Background: an optimization exercise with open tools, aiming at small area. Do not read the settings as production practice. In this exercise RTL edits were held to simulation tests only and were not proved equivalent to the original. Power figures rest on the tool's default switching activity, not on a simulated workload.

==> flow/design.v (excerpt) <==
module blinkled
(
  input CLK,
  input RST,
  output [32-1:0] maxi_awaddr,
  output [8-1:0] maxi_awlen,
  output [3-1:0] maxi_awsize,
  output [2-1:0] maxi_awburst,
  output [1-1:0] maxi_awlock,
  output [4-1:0] maxi_awcache,
  output [3-1:0] maxi_awprot,
  output [4-1:0] maxi_awqos,
  output [2-1:0] maxi_awuser,
  output maxi_awvalid,
  input maxi_awready,
  output [32-1:0] maxi_wdata,
  output [4-1:0] maxi_wstrb,
  output maxi_wlast,
  output maxi_wvalid,
  input maxi_wready,
  input [2-1:0] maxi_bresp,
  input maxi_bvalid,
  output maxi_bready,
  output [32-1:0] maxi_araddr,
  output [8-1:0] maxi_arlen,
  output [3-1:0] maxi_arsize,
  output [2-1:0] maxi_arburst,
  output [1-1:0] maxi_arlock,
  output [4-1:0] maxi_arcache,
  output [3-1:0] maxi_arprot,
  output [4-1:0] maxi_arqos,
  output [2-1:0] maxi_aruser,
  output maxi_arvalid,
  input maxi_arready,
  input [32-1:0] maxi_rdata,
  input [2-1:0] maxi_rresp,
  input maxi_rlast,
  input maxi_rvalid,
  output maxi_rready,
  input [32-1:0] saxi_awaddr,
  input [4-1:0] saxi_awcache,
  input [3-1:0] saxi_awprot,
  input saxi_awvalid,
  output saxi_awready,
  input [32-1:0] saxi_wdata,
  input [4-1:0] saxi_wstrb,
  input saxi_wvalid,
  output saxi_wready,
  output [2-1:0] saxi_bresp,
  output saxi_bvalid,
  input saxi_bready,
  input [32-1:0] saxi_araddr,
  input [4-1:0] saxi_arcache,
  input [3-1:0] saxi_arprot,
  input saxi_arvalid,
  output saxi_arready,
  output [32-1:0] saxi_rdata,
  output [2-1:0] saxi_rresp,
  output saxi_rvalid,
  input saxi_rready
);
  assign maxi_awlen   = 8'd0;
  assign maxi_awsize  = 3'd2;
  assign maxi_awburst = 2'd1;
  assign maxi_awlock  = 1'd0;
  assign maxi_awcache = 4'd3;
  assign maxi_awprot  = 3'd0;
  assign maxi_awqos   = 4'd0;
  ...
Size in the first run: roughly 1,900 cells after synthesis, roughly 310 flip-flops, ~360 I/O pins.
clock: 10.0 ns
lec_check: 0
cap_margin: 20
core_margin: 2
core_utilization: 40
slew_margin: 20
standard.sh (not shown) runs the stock make flow with config.mk's settings and CLKGATE_MAP_FILE= SYNTH_SCRIPT=/design/flow/synth_recipe.tcl, a recipe that flattens the netlist after the stock synthesis.
==> flow/flow/run.sh <==
#!/bin/bash
# Standard ORFS layout, with smaller port buffers and a clock tree of small
# buffers without dummy loads. Each tool's output goes to a log of its own.
set -euo pipefail
bash standard.sh \
  'BUFFER_PORTS_ARGS=-buffer_cell sky130_fd_sc_hd__buf_1' \
  'CTS_ARGS=-sink_clustering_enable -repair_clock_nets -dont_use_dummy_load -buf_list {sky130_fd_sc_hd__clkbuf_4 sky130_fd_sc_hd__clkbuf_8}' \
  finish > flow_make.log 2>&1
Edit:
==> flow/run.sh (new file) <==
#!/bin/bash
# synth_recipe.tcl (not shown) runs the flow's synth.tcl, then flattens the netlist and writes it again
# the make line also repeats each setting of config.mk as NAME=value (left out here)
make -C /OpenROAD-flow-scripts/flow DESIGN_CONFIG=/design/flow/config.mk WORK_HOME=/design/flow/orfs CLKGATE_MAP_FILE= SYNTH_SCRIPT=/design/flow/synth_recipe.tcl finish
removed: flow/flow/run.sh
removed: flow/standard.sh
The new run went through all stages and came out clean; total power is higher by 9.6%; fmax drops by 4.3%; non-clock buffer count is higher by 8; sequential power is about the same.

* * *

blinkled, a different RTL version from the one above (not shown whole).
Size in the first run: roughly 360 I/O pins.
Settings: LEC_CHECK=0, CAP_MARGIN=0, CORE_MARGIN=2, CORE_UTILIZATION=75, SLEW_MARGIN=0; clock period 10.0 ns.
==> flow/flow/run.sh <==
#!/bin/bash
# ORFS layout through the standard.sh, with these changes:
#  - after the standard synthesis, flow/fa_polarity.py re-chooses the
#    polarity of each full-adder cell (a full adder on inverted inputs gives
#    inverted outputs) to remove inverters; registers are untouched;
#  - smaller port buffers, one tie cell per constant;
#  - a clock tree of clkbuf_4 without dummy loads.
# Each tool's output goes to a log of its own in this folder.
set -euo pipefail
ARGS=(
  'BUFFER_PORTS_ARGS=-buffer_cell sky130_fd_sc_hd__buf_1'
  'SKIP_REPAIR_TIE_FANOUT=1'
  'CTS_ARGS=-sink_clustering_enable -repair_clock_nets -dont_use_dummy_load -sink_clustering_size 10 -sink_clustering_max_diameter 40 -buf_list {sky130_fd_sc_hd__clkbuf_4}'
)
R=orfs/results/sky130hd/blinkled/base
bash standard.sh "${ARGS[@]}" synth > flow_synth.log 2>&1
cp "$R/1_2_yosys.v" flow_1_2_yosys_standard.v
python3 flow/fa_polarity.py flow_1_2_yosys_standard.v "$R/1_2_yosys.v" > flow_fa_polarity.log 2>&1
rm -f "$R/1_synth.odb" "$R/1_synth.sdc"
bash standard.sh "${ARGS[@]}" finish > flow_make.log 2>&1
Other scripts of this flow, unchanged in this note and not shown: flow/flow/fa_polarity.py
The first run went through all stages and came out clean.
Edit:
CORE_UTILIZATION = 60   (was 75)
Routed wire length goes up by a few percent; synthesized area does not change; die area climbs by a quarter to a third; worst setup slack improves by 480 ps; power is about the same; clock-buffer cell count came out higher by 4; non-clock buffer count rises by 5; clock skew came out higher by 15 ps; design area went up slightly.

-- afterwards: timing with drivers on the ports --
Ports are ideal in the flow. The routed layouts listed here were re-timed in OpenROAD. Step 1: set_driving_cell puts a clkbuf_16 on CLK and a buf_2 on each other input, an assumption about the parent block. Step 2 moves the port delays by t, midway between the first and last clock arrival at a register: inputs arrive t later, outputs are due t later. That takes back most of the time a late clock gives input paths. a / b / c = ideal / step 1 / step 2; a / b = the first two.
run	t (ns)	setup WS [ns]	hold slack, ns	clock arrival spread, ns	worst slew at a driven data input, ns
the first run of note 1	0.670	0.865 / 0.858 / 0.188	0.479 / 0.479 / 0.479	0.129 / 0.128	0.09
the second run of note 1	0.617	0.456 / 0.486 / -0.130	0.473 / 0.473 / 0.473	0.050 / 0.049	0.09
the first run of note 2	0.709	0.584 / 0.612 / -0.096	0.478 / 0.478 / 0.478	0.080 / 0.081	0.08
the second run of note 2	0.800	1.062 / 1.090 / 0.290	0.472 / 0.472 / 0.472	0.113 / 0.112	0.08
Met with ideal ports but missed after step 2: setup timing in the second run of note 1 and the first run of note 2. For the second run of note 2, which loses most, drivers alone change the setup slack by +0.028 ns; drivers and shift together by -0.772 ns.
